This design comes from an exercise in tuning for small area, a short achievable clock period and few clock cycles on the open sky130 flow, not from production work.
Function was checked by simulation only, so behaviour that the tests miss may differ from the original.
No activity file was given, so power comes from the tool's default toggle rates.

// cpu_top
module cpu_top (
    input               clk,
    input               rst_n,
    output      [31:0]  ext_pc,
    input       [31:0]  imem_rdata,
    output      [8:0]   dmem_addr,
    output              dmem_en,
    output      [3:0]   dmem_we,
    output      [31:0]  dmem_wdata,
    input       [31:0]  dmem_rdata
);
reg  [31:0] pc_f;
reg         d_valid;
reg  [31:0] d_ins;
reg  [31:0] d_pc;
reg  [33:1] d_s1, d_s2;
reg         e_wen, e_ld, e_mem, e_jalr;
reg         e_beq, e_bne, e_blt, e_bge, e_bltu, e_bgeu;
reg  [3:0]  e_we;
reg  [4:0]  e_rd;
reg  [31:0] e_a, e_b;
reg  [31:0] e_sd;            
reg         e_fa_m, e_fb_m;  
reg         e_sub;
reg         e_r_add, e_r_slt, e_r_sltu, e_r_xor, e_r_or, e_r_and;
reg         e_r_sll, e_r_sr, e_r_b, e_r_link;
reg         e_sra;
reg  [6:0]  e_ea;            
reg  [1:0]  e_off;           
reg  [2:0]  e_f3;
reg         m_wen, m_ld;
reg  [4:0]  m_rd;
reg  [31:0] m_res;
reg  [1:0]  m_off;
reg  [2:0]  m_f3;
reg         w_wen;
reg  [4:0]  w_rd;
reg  [31:0] w_res;
reg  [31:0] rf [1:31];
wire [31:0] alu_sum;
wire        e_jr;
reg  [31:0] ldata;
wire [6:0] opc = d_ins[6:0];
wire [2:0] f3  = d_ins[14:12];
wire [4:0] rd  = d_ins[11:7];
wire [4:0] rs1 = d_ins[19:15];
wire [4:0] rs2 = d_ins[24:20];
wire is_lui   = (opc == 7'b0110111);
wire is_auipc = (opc == 7'b0010111);
wire is_jal   = (opc == 7'b1101111);
wire is_jalr  = (opc == 7'b1100111);
wire is_br    = (opc == 7'b1100011);
wire is_ld    = (opc == 7'b0000011);
wire is_st    = (opc == 7'b0100011);
wire is_opi   = (opc == 7'b0010011);
wire is_op    = (opc == 7'b0110011);
wire is_halt  = (d_ins == 32'h00000073) || (d_ins == 32'h00100073);
wire use1    = is_jalr | is_br | is_ld | is_st | is_opi | is_op;
wire use2    = is_br | is_st | is_op;
wire need1_d = is_ld | is_st;              
wire wr      = (is_lui | is_auipc | is_jal | is_jalr | is_ld | is_opi | is_op) &&
               (rd != 5'd0);
wire [31:0] imm_i = {{20{d_ins[31]}}, d_ins[31:20]};
wire [31:0] imm_s = {{20{d_ins[31]}}, d_ins[31:25], d_ins[11:7]};
wire [31:0] imm_b = {{20{d_ins[31]}}, d_ins[7], d_ins[30:25], d_ins[11:8], 1'b0};
wire [31:0] imm_u = {d_ins[31:12], 12'd0};
  ...
Size in the first run: roughly 5,200 cells after synthesis, ~1,400 flip-flops, ~140 I/O pins, roughly 67,000 um^2 of cells after synthesis.
Settings: LEC_CHECK=0, CAP_MARGIN=20, CORE_MARGIN=2, CORE_UTILIZATION=75, CTS_CLUSTER_DIAMETER=70, CTS_CLUSTER_SIZE=40, PLACE_DENSITY=0.87, SLEW_MARGIN=20, SYNTH_HIERARCHICAL=1; clock period 10.0 ns.
standard.sh (not shown) runs the stock make flow with config.mk's settings and CLKGATE_MAP_FILE= SYNTH_SCRIPT=/design/flow/synth_recipe.tcl, a recipe that flattens the netlist after the stock synthesis.
==> flow/flow/run.sh <==
#!/bin/bash
set -euo pipefail
MARGIN=$(cat flow/margin.txt)
bash standard.sh finish SETUP_SLACK_MARGIN=$MARGIN > flow_make.log 2>&1
==> flow/flow/margin.txt <==
6.5
The starting point aborted during global routing on GRT-0232.
Testbench counts at the start, summed over its fixed seeds: cycles 75,094.
==> next run, changes <==
==> flow/flow/run.sh (replaced) <==
#!/bin/bash
set -euo pipefail
MARGIN=$(cat flow/margin.txt)
bash standard.sh finish SETUP_SLACK_MARGIN=$MARGIN \
    "BUFFER_PORTS_ARGS=-buffer_cell sky130_fd_sc_hd__buf_2" > flow_make.log 2>&1
==> flow/flow/margin.txt (replaced) <==
6.2
CORE_UTILIZATION = 30   (was 75)
CTS_CLUSTER_DIAMETER = 60   (was 70)
CTS_CLUSTER_SIZE = 30   (was 40)
PLACE_DENSITY = 0.45   (was 0.87)
The new run went through all stages and came out clean.
Synthesized cell count is unchanged.
Area after synthesis is unchanged.
==> next run, changes <==
==> flow/flow/run.sh (replaced) <==
#!/bin/bash
set -euo pipefail
MARGIN=$(cat flow/margin.txt)
bash standard.sh finish SETUP_SLACK_MARGIN=$MARGIN > flow_make.log 2>&1
==> flow/flow/margin.txt (replaced) <==
7
CTS_CLUSTER_DIAMETER = 70   (was 60)
CTS_CLUSTER_SIZE = 40   (was 30)
What happened:
- flip-flop and latch count is unchanged
- area after synthesis does not change
- wire length rises by a little under a tenth
- global-route usage rises by 2.1 points
- utilization rises by 3.5 points
- die area does not change
- combinational power rises by well over a third
- maximum frequency rises slightly
- critical path depth falls by 1
- worst hold slack is better by 0.0052 ns
==> next run, changes <==
==> flow/flow/run.sh (replaced) <==
#!/bin/bash
set -euo pipefail
MARGIN=$(cat flow/margin.txt)
bash standard.sh finish SETUP_SLACK_MARGIN=$MARGIN \
    "BUFFER_PORTS_ARGS=-buffer_cell sky130_fd_sc_hd__buf_2" > flow_make.log 2>&1
==> flow/flow/margin.txt (replaced) <==
6.0
CORE_UTILIZATION = 40   (was 30)
CTS_CLUSTER_DIAMETER = 60   (was 70)
CTS_CLUSTER_SIZE = 30   (was 40)
PLACE_DENSITY = 0.55   (was 0.45)
Result: The new run finished clean. Power drops by a few percent. Die area fell by a quarter to a third. Worst setup slack is worse by 0.14 ns. Clock-buffer cell count climbs by 16. Critical path depth climbs by 5. Synthesized cell count does not change.
==> next run, changes <==
CORE_UTILIZATION = 30   (was 40)
PLACE_DENSITY = 0.45   (was 0.55)
Die area goes up by 33%.
Total power goes down by 1.1%.
Routed wire length goes up by 4.4%.
Sequential cell count stays the same.
Clock power goes down by about 2%.
Final cell count goes up by 9.4%.
Core utilization goes down by 11 points.
Clock skew goes down by 0.012 ns.
Global-route usage goes down by 7.6 points.
==> next run, changes <==
==> flow/run.sh (new file) <==
#!/bin/bash
# synth_recipe.tcl (not shown) runs the flow's synth.tcl, then flattens the netlist and writes it again
# the make line also repeats each setting of config.mk as NAME=value (left out here)
make -C /OpenROAD-flow-scripts/flow DESIGN_CONFIG=/design/flow/config.mk WORK_HOME=/design/flow/orfs CLKGATE_MAP_FILE= SYNTH_SCRIPT=/design/flow/synth_recipe.tcl finish
CTS_CLUSTER_DIAMETER = default   (was 60)
CTS_CLUSTER_SIZE = default   (was 30)
SETUP_SLACK_MARGIN = 5   (was default)
removed: flow/flow/run.sh
removed: flow/flow/margin.txt
removed: flow/standard.sh
What happened: The new run ran to the end with no violations; wire length rises by 1.2%; design area hardly moves; sequential power came out higher by about 0.9%.

[static timing again, ports no longer ideal]
Ports are ideal in the flow. The routed layouts listed here were re-timed in OpenROAD. Step 1 assumes that a clkbuf_16 drives the clock port and a buf_2 every other input. Step 2 also shifts input and output timing later by t, the mid clock arrival at the registers, as if the neighbouring blocks saw the same clock. Slacks: no drivers / after step 1 / after step 2; pairs: no drivers / after step 1.
| run | t, ns | slack for setup (ns) | clock arrival spread, ns |
|---|---|---|---|
| the second run | 0.885 | 5.982 / 5.982 / 5.437 | 0.108 / 0.108 |
| the third run | 0.881 | 6.032 / 6.032 / 5.819 | 0.081 / 0.081 |
| the fourth run | 0.880 | 5.888 / 5.888 / 5.233 | 0.076 / 0.076 |
| the fifth run | 0.887 | 5.865 / 5.865 / 5.144 | 0.068 / 0.069 |
| the sixth run | 0.897 | 5.062 / 5.062 / 4.542 | 0.069 / 0.069 |
After both steps every run listed still meets setup and hold. For the fifth run, which loses most, drivers alone change the setup slack by 0.000 ns; drivers and shift together by -0.721 ns.
